Context: an optimization exercise on an open-source flow, tuned for small area. The choices shown serve that exercise and are no tape-out recipe. The RTL was checked by simulation tests, not by an equivalence proof against the original design. The flow treats the clock pin as an ideal source. Dropping or thinning the clock tree relies on that and would not hold on a real chip. Power figures rest on the tool's default switching activity, not on a simulated workload.

==> flow/design.v <==
package tl_pkg;
  localparam logic [1:0] M_GRN = 2'b00;
  localparam logic [1:0] M_YEL = 2'b01;
  localparam logic [1:0] M_RED = 2'b11;
  localparam logic [1:0] M_OVR = 2'b10;
  localparam logic [1:0] P_AS = 2'b00;
  localparam logic [1:0] P_AL = 2'b01;
  localparam logic [1:0] P_BS = 2'b10;
  localparam logic [1:0] P_BL = 2'b11;
  localparam logic [1:0] D_THR = 2'd0;  
  localparam logic [1:0] D_LT  = 2'd1;  
  localparam logic [1:0] D_YEL = 2'd2;  
  localparam logic [1:0] D_AR  = 2'd3;  
endpackage : tl_pkg
import tl_pkg::*;
module tl_timer #(
  parameter longint D_THR_CYC = 30000,
  parameter longint D_LT_CYC  = 10000,
  parameter longint D_YEL_CYC = 3000,
  parameter longint D_AR_CYC  = 1000
)(
  input  logic       clk,
  input  logic       rst_n,
  input  logic [1:0] cls,
  output logic       expired
);
    localparam logic [14:0] POL    = 15'h2aaa;
    localparam logic [14:0] T_END  = 15'h6f6e;
    localparam logic [14:0] L_THR  = 15'h73c7;
    localparam logic [14:0] L_LT   = 15'h77d5;
    localparam logic [14:0] L_YEL  = 15'h13c5;
    localparam logic [14:0] L_AR   = 15'h73c6;
    logic [14:0] p, c, ld;
    assign c = p ^ POL;
    always_comb begin
      case (cls)
        D_THR:   ld = L_THR;
        D_LT:    ld = L_LT;
        D_YEL:   ld = L_YEL;
        default: ld = L_AR;
      endcase
    end
    always_ff @(posedge clk or negedge rst_n) begin
      if (!rst_n)       p <= T_END ^ POL;
      else if (expired) p <= ld ^ POL;
      else              p <= {c[13:0], c[14] ^ c[10]} ^ POL;
    end
    assign expired = (c == T_END);
endmodule
module debounce_sync #(
  parameter int unsigned CYCLES = 20
)(
  input  logic clk, rst_n,
  input  logic din,
  output logic dout,
  output logic rise_nx
);
  logic d1, d2;
  always_ff @(posedge clk or negedge rst_n) begin
    if (!rst_n) begin d1<=0; d2<=0; end
    else         begin d1<=din; d2<=d1; end
  end
  logic stable_state;
  logic differ, hit;
  assign differ = d2 ^ stable_state;
  localparam logic [4:0] POL = 5'd10;
  localparam logic [4:0] CNT0 = 5'd10;
  localparam logic [4:0] CEND = 5'd13;
  localparam logic [4:0] MASK = 5'd19;
  logic [4:0] p, c;
  assign c = p ^ POL;
  always_ff @(posedge clk or negedge rst_n) begin
    if (!rst_n)              p <= CNT0 ^ POL;
    else if (differ && !hit) p <= {c[3:0], c[4] ^ c[1]} ^ POL;
    else                     p <= CNT0 ^ POL;
  end
  assign hit = ((c & MASK) == (CEND & MASK));
  always_ff @(posedge clk or negedge rst_n) begin
    if (!rst_n)             stable_state <= 1'b0;
    else if (differ && hit) stable_state <= d2;
  end
  assign dout    = stable_state;
  assign rise_nx = differ && hit && d2;
endmodule
import tl_pkg::*;
module btn_interface #(
  parameter int unsigned F_CLK_HZ      = 50_000_000,
  parameter int unsigned T_DEBOUNCE_MS = 20
)(
  input  logic        clk,
  input  logic        rst_n,
  input  logic [11:0] btn_raw,
  input  logic        accept_jump,  
  output logic        jump_req,     
  output logic [1:0]  jump_phase    
);
  localparam int unsigned DEBOUNCE_CYC = (F_CLK_HZ / 1000) * T_DEBOUNCE_MS;
  logic [11:0] rise_nx;
  for (genvar i = 0; i < 12; i++) begin : g_db
    debounce_sync #(.CYCLES(DEBOUNCE_CYC)) u_db (
      .clk    (clk),
      .rst_n  (rst_n),
      .din    (btn_raw[i]),
      .dout   (),
      .rise_nx(rise_nx[i])
    );
  end
  function automatic logic [1:0] target(input int k);
    case (k)
      0, 2, 3, 5:  target = P_BS;
      1, 4:        target = P_BL;
      6, 8, 9, 11: target = P_AS;
      default:     target = P_AL;
    endcase
  endfunction
  logic [1:0] pick;
  always_comb begin
    pick = 2'b00;
    for (int k = 11; k >= 0; k--) if (rise_nx[k]) pick = target(k);
  end
  logic       ev_v;    
  logic       busy;
  logic [1:0] tgt;     
  logic       busy_nx;
  assign busy_nx = busy ? !accept_jump : ev_v;
  always_ff @(posedge clk or negedge rst_n) begin
    if (!rst_n) begin
      ev_v <= 1'b0;
      busy <= 1'b0;
      tgt  <= 2'b00;
    end else begin
      ev_v <= |rise_nx;
      busy <= busy_nx;
      if (!busy_nx) tgt <= pick;
    end
  end
  assign jump_req   = busy;
  assign jump_phase = tgt;
endmodule
import tl_pkg::*;
module tl_fsm #(
  parameter int unsigned F_CLK_HZ      = 50_000_000,
  parameter int unsigned T_GREEN_S_THR = 30,  
  parameter int unsigned T_GREEN_S_LT  = 10,  
  parameter int unsigned T_YELLOW_S    = 3,
  parameter int unsigned T_ALLRED_S    = 1
)(
  input  logic       clk,
  input  logic       rst_n,
  input  logic       jump_req,     
  input  logic [1:0] jump_phase,   
  output logic       accept_jump,  
  output logic [1:0] mode,
  output logic [1:0] phase
);
  logic       expired;
  logic [1:0] cls;
  tl_timer #(
    .D_THR_CYC(longint'(F_CLK_HZ) * T_GREEN_S_THR),
    .D_LT_CYC (longint'(F_CLK_HZ) * T_GREEN_S_LT),
    .D_YEL_CYC(longint'(F_CLK_HZ) * T_YELLOW_S),
    .D_AR_CYC (longint'(F_CLK_HZ) * T_ALLRED_S)
  ) u_tmr (
    .clk    (clk),
    .rst_n  (rst_n),
    .cls    (cls),
    .expired(expired)
  );
  logic [1:0] mode_nx, phase_nx;
  always_comb begin
    accept_jump = 1'b0;
    mode_nx     = M_GRN;
    phase_nx    = phase;
    cls         = D_YEL;
    case (mode)
      M_GRN: begin mode_nx = M_YEL; cls = D_YEL; end
      M_YEL: begin mode_nx = M_RED; cls = D_AR;  end
      M_RED: begin
        if (jump_req) begin
          accept_jump = expired;
          mode_nx     = M_OVR;
          phase_nx    = jump_phase;
          cls         = D_YEL;
        end else begin
          mode_nx     = M_GRN;
          phase_nx    = phase + 2'd1;
          cls         = phase[0] ? D_THR : D_LT;
        end
      end
      default: begin  
        mode_nx = M_GRN;
        cls     = phase[0] ? D_LT : D_THR;
      end
    endcase
  end
  always_ff @(posedge clk or negedge rst_n) begin
    if (!rst_n) begin
      mode  <= M_GRN;
      phase <= P_AS;
    end else if (expired) begin
      mode  <= mode_nx;
      phase <= phase_nx;
    end
  end
endmodule
import tl_pkg::*;
module light_mapper(
  input  logic [1:0] mode,
  input  logic [1:0] phase,
  output logic a_straight_r, a_straight_y, a_straight_g,
  output logic a_left_r,     a_left_y,     a_left_g,
  output logic a_p_r,        a_p_g,
  output logic b_straight_r, b_straight_y, b_straight_g,
  output logic b_left_r,     b_left_y,     b_left_g,
  output logic b_p_r,        b_p_g
);
  logic grn, yel, ovr;
  assign grn = (mode == M_GRN);
  assign yel = (mode == M_YEL);
  assign ovr = (mode == M_OVR);
  assign a_straight_g = grn && phase == P_AS;
  assign a_straight_y = (yel && phase == P_AS) || ovr;
  assign a_straight_r = !(a_straight_g || a_straight_y);
  assign a_left_g     = grn && phase == P_AL;
  assign a_left_y     = yel && phase == P_AL;
  assign a_left_r     = !(a_left_g || a_left_y);
  assign a_p_g        = a_straight_g;
  assign a_p_r        = !a_straight_g;
  assign b_straight_g = grn && phase == P_BS;
  assign b_straight_y = (yel && phase == P_BS) || ovr;
  assign b_straight_r = !(b_straight_g || b_straight_y);
  assign b_left_g     = grn && phase == P_BL;
  assign b_left_y     = yel && phase == P_BL;
  assign b_left_r     = !(b_left_g || b_left_y);
  assign b_p_g        = b_straight_g;
  assign b_p_r        = !b_straight_g;
endmodule
import tl_pkg::*;
module traffic_light_top #(
  parameter int unsigned F_CLK_HZ      = 1_000,
  parameter int unsigned T_GREEN_S_THR = 30,  
  parameter int unsigned T_GREEN_S_LT  = 10,  
  parameter int unsigned T_YELLOW_S    = 3,
  parameter int unsigned T_ALLRED_S    = 1,
  parameter int unsigned T_DEBOUNCE_MS = 20
)
(
  input  logic        clk,
  input  logic        rst_n,
  input  logic [11:0] btn_raw,
  output logic a_straight_r, a_straight_y, a_straight_g,
  output logic a_left_r,     a_left_y,     a_left_g,
  output logic a_p_r,        a_p_g,
  output logic b_straight_r, b_straight_y, b_straight_g,
  output logic b_left_r,     b_left_y,     b_left_g,
  output logic b_p_r,        b_p_g
);
  logic       jump_req;
  logic [1:0] jump_phase;
  logic       accept_jump;
  btn_interface #(
    .F_CLK_HZ(F_CLK_HZ),
    .T_DEBOUNCE_MS(T_DEBOUNCE_MS)
  ) u_btn_if (
    .clk         (clk),
    .rst_n       (rst_n),
    .btn_raw     (btn_raw),
    .accept_jump (accept_jump),
    .jump_req    (jump_req),
    .jump_phase  (jump_phase)
  );
  logic [1:0] mode, phase;
  tl_fsm #(
    .F_CLK_HZ      (F_CLK_HZ),
    .T_GREEN_S_THR (T_GREEN_S_THR),
    .T_GREEN_S_LT  (T_GREEN_S_LT),
    .T_YELLOW_S    (T_YELLOW_S),
    .T_ALLRED_S    (T_ALLRED_S)
  ) u_fsm (
    .clk         (clk),
    .rst_n       (rst_n),
    .jump_req    (jump_req),
    .jump_phase  (jump_phase),
    .accept_jump (accept_jump),
    .mode        (mode),
    .phase       (phase)
  );
  light_mapper u_map (
    .mode            (mode),
    .phase           (phase),
    .a_straight_r    (a_straight_r),
    .a_straight_y    (a_straight_y),
    .a_straight_g    (a_straight_g),
    .a_left_r        (a_left_r),
    .a_left_y        (a_left_y),
    .a_left_g        (a_left_g),
    .a_p_r           (a_p_r),
    .a_p_g           (a_p_g),
    .b_straight_r    (b_straight_r),
    .b_straight_y    (b_straight_y),
    .b_straight_g    (b_straight_g),
    .b_left_r        (b_left_r),
    .b_left_y        (b_left_y),
    .b_left_g        (b_left_g),
    .b_p_r           (b_p_r),
    .b_p_g           (b_p_g)
  );
endmodule
Settings: LEC_CHECK=0, CAP_MARGIN=20, CORE_MARGIN=2, CORE_UTILIZATION=40, CTS_BUF_LIST=sky130_fd_sc_hd__clkbuf_4, SLEW_MARGIN=20; clock period 10.0 ns.
run.sh (not shown) runs the stock make flow with config.mk's settings and CLKGATE_MAP_FILE= SYNTH_SCRIPT=/design/flow/synth_recipe.tcl, a recipe that flattens the netlist after the stock synthesis.
Edit:
==> flow/flow/run.sh (new file) <==
#!/bin/bash
cp standard.sh standard_copy.sh.txt 2>/dev/null
export BUFFER_PORTS_ARGS="-buffer_cell sky130_fd_sc_hd__buf_1"
export CTS_ARGS="-sink_clustering_enable -repair_clock_nets -buf_list sky130_fd_sc_hd__clkbuf_4 -dont_use_dummy_load"
bash standard.sh > standard.log 2>&1
==> flow/standard.sh (new file) <==
#!/bin/bash
# synth_recipe.tcl (not shown) runs the flow's synth.tcl, then flattens the netlist and writes it again
# the make line also repeats each setting of config.mk as NAME=value (left out here)
make -C /OpenROAD-flow-scripts/flow DESIGN_CONFIG=/design/flow/config.mk WORK_HOME=/design/flow/orfs CLKGATE_MAP_FILE= SYNTH_SCRIPT=/design/flow/synth_recipe.tcl "${@:-finish}"
removed: flow/run.sh
Effect:
- The new run ran to the end with no violations
- via count is about the same
- core utilization came out lower by 2.8 points
- wire length grows by about 0.6%
- combinational power decreases by about 2%
- register-to-register slack hardly moves
- final cell count goes down by 2.7%

---

traffic_light_top, a different RTL version from the one above (not shown whole).
Size in the first run: about 120 flip-flops, ~30 I/O pins, ~0.0042 mm2 of cells after synthesis.
clock: 10.0 ns
lec_check: 0
cap_margin: 20
core_margin: 2
core_utilization: 60
cts_buf_list: sky130_fd_sc_hd__clkbuf_4
slew_margin: 20
standard.sh (not shown) runs the stock make flow with config.mk's settings and CLKGATE_MAP_FILE= SYNTH_SCRIPT=/design/flow/synth_recipe.tcl, a recipe that flattens the netlist after the stock synthesis.
==> flow/flow/run.sh <==
#!/bin/bash
export BUFFER_PORTS_ARGS="-buffer_cell sky130_fd_sc_hd__buf_1"
export CTS_ARGS="-sink_clustering_enable -repair_clock_nets -buf_list sky130_fd_sc_hd__clkbuf_4 -dont_use_dummy_load"
export POST_CTS_TCL="$PWD/flow/post_cts.tcl"
bash standard.sh > standard.log 2>&1
==> flow/flow/post_cts.tcl <==
# Replace the clock tree that CTS built with one level of NCLK buffers
# (CLKCELL), each driving the flip-flops of one placement cluster.
set nclk [expr {[info exists ::env(MY_NCLK)] ? $::env(MY_NCLK) : 4}]
set clkcell [expr {[info exists ::env(MY_CLKCELL)] ? $::env(MY_CLKCELL) : "sky130_fd_sc_hd__clkbuf_16"}]
set block [ord::get_db_block]
set db [ord::get_db]
set clk_bterm [$block findBTerm clk]
set clk_net [$clk_bterm getNet]
# collect the clock sinks and remove the CTS buffers
set sinks {}
set todo [list $clk_net]
set del_insts {}
set del_nets {}
while {[llength $todo]} {
  set n [lindex $todo 0]; set todo [lrange $todo 1 end]
  foreach it [$n getITerms] {
    if {![$it isInputSignal]} { continue }
    set inst [$it getInst]
    set m [[$inst getMaster] getName]
    if {[string match "sky130_fd_sc_hd__clkbuf_*" $m] || [string match "sky130_fd_sc_hd__clkinv*" $m]} {
      lappend del_insts $inst
      foreach o [$inst getITerms] {
        if {[$o isOutputSignal] && [$o getNet] ne "NULL"} { lappend todo [$o getNet]; lappend del_nets [$o getNet] }
      }
    } else {
      lappend sinks $it
    }
  }
}
puts "myclk: [llength $sinks] sinks, removing [llength $del_insts] clock cells"
foreach it $sinks { $it disconnect }
foreach inst $del_insts { odb::dbInst_destroy $inst }
foreach n $del_nets { odb::dbNet_destroy $n }
# k-means on sink locations
set pts {}
foreach it $sinks {
  set b [[$it getInst] getBBox]
  lappend pts [list [expr {([$b xMin]+[$b xMax])/2.0}] [expr {([$b yMin]+[$b yMax])/2.0}]]
}
set xs [lsort -real [lmap p $pts {lindex $p 0}]]
# initial centres: spread along a grid
set die [$block getDieArea]
set W [$die xMax]; set H [$die yMax]
set cents {}
if {$nclk == 4} {
  set cents [list [list [expr $W*0.25] [expr $H*0.25]] [list [expr $W*0.75] [expr $H*0.25]] [list [expr $W*0.25] [expr $H*0.75]] [list [expr $W*0.75] [expr $H*0.75]]]
} else {
  for {set k 0} {$k < $nclk} {incr k} { lappend cents [list [expr {$W*($k+0.5)/$nclk}] [expr {$H*0.5}]] }
}
for {set iter 0} {$iter < 50} {incr iter} {
  set asg {}
  foreach p $pts {
    set best 0; set bd 1e30
    for {set k 0} {$k < $nclk} {incr k} {
      set c [lindex $cents $k]
      set d [expr {abs([lindex $p 0]-[lindex $c 0]) + abs([lindex $p 1]-[lindex $c 1])}]
      if {$d < $bd} { set bd $d; set best $k }
    }
    lappend asg $best
  }
  set new {}
  for {set k 0} {$k < $nclk} {incr k} {
    set sx 0; set sy 0; set n 0
    foreach p $pts a $asg { if {$a == $k} { set sx [expr {$sx+[lindex $p 0]}]; set sy [expr {$sy+[lindex $p 1]}]; incr n } }
    if {$n} { lappend new [list [expr {$sx/$n}] [expr {$sy/$n}]] } else { lappend new [lindex $cents $k] }
  }
  set cents $new
}
set master [$db findMaster $clkcell]
for {set k 0} {$k < $nclk} {incr k} {
  set inst [odb::dbInst_create $block $master "myclkbuf_$k"]
  set net [odb::dbNet_create $block "myclknet_$k"]
  $net setSigType CLOCK
  set c [lindex $cents $k]
  $inst setLocation [expr {int([lindex $c 0])}] [expr {int([lindex $c 1])}]
  $inst setPlacementStatus PLACED
  [$inst findITerm A] connect $clk_net
  [$inst findITerm X] connect $net
  set n 0
  foreach it $sinks a $asg { if {$a == $k} { $it connect $net; incr n } }
  puts "myclk: buffer $k at $c drives $n sinks"
}
detailed_placement
check_placement -verbose
estimate_parasitics -placement
set_propagated_clock [all_clocks]
report_clock_skew
repair_timing -hold -hold_margin 0.05 -verbose
detailed_placement
check_placement -verbose
The baseline ran to the end with no violations.
Edit:
--- a/flow/flow/post_cts.tcl
+++ b/flow/flow/post_cts.tcl
@@ -2,5 +2,5 @@
 # (CLKCELL), each driving the flip-flops of one placement cluster.
 set nclk [expr {[info exists ::env(MY_NCLK)] ? $::env(MY_NCLK) : 4}]
-set clkcell [expr {[info exists ::env(MY_CLKCELL)] ? $::env(MY_CLKCELL) : "sky130_fd_sc_hd__clkbuf_16"}]
+set clkcell [expr {[info exists ::env(MY_CLKCELL)] ? $::env(MY_CLKCELL) : "sky130_fd_sc_hd__buf_12"}]
 set block [ord::get_db_block]
 set db [ord::get_db]
After rerunning:
- power decreases slightly
- die area does not change
- fmax increases slightly
- via count decreases slightly
- synthesized cell count is unchanged
In every run of this note, the design's own scripts or RTL, not TritonCTS, make the clock network.

-- what the ideal ports hide --
The results above use ideal ports. As a check the final layouts listed here were re-extracted and re-timed, cells and wires unchanged.
Step 1 (the two cells are an assumption about what drives the block):
set clk [get_ports {clk}]
set_driving_cell -lib_cell sky130_fd_sc_hd__clkbuf_16 $clk
set_driving_cell -lib_cell sky130_fd_sc_hd__buf_2 [delete_from_list [all_inputs] $clk]
Step 2 times the ports against the registers' clock, not the clock port: input delays grow and output delays shrink by t, the midpoint of the rising clock arrivals with the driver on.
Slacks: ideal ports / drivers / drivers and shift; pairs: ideal ports / drivers.
run | shift t [ns] | setup WS [ns] | worst hold slack (ns) | worst setup path after step 2
the first run of note 1 | 0.511 | 5.954 / 5.925 / 6.436 | 0.356 / 0.356 / 0.356 | register to output
the second run of note 1 | 0.501 | 6.351 / 6.321 / 6.822 | 0.355 / 0.355 / 0.355 | register to output
the first run of note 2 | 0.239 | 6.700 / 6.624 / 6.679 | 0.357 / 0.357 / 0.357 | input, reset recovery
the second run of note 2 | 0.224 | 6.721 / 6.637 / 6.683 | 0.357 / 0.358 / 0.358 | input, reset recovery
After both steps every run listed still meets setup and hold. For the second run of note 2, which loses most, drivers alone change the setup slack by -0.084 ns; drivers and shift together by -0.038 ns. Setup slack includes reset recovery checks.
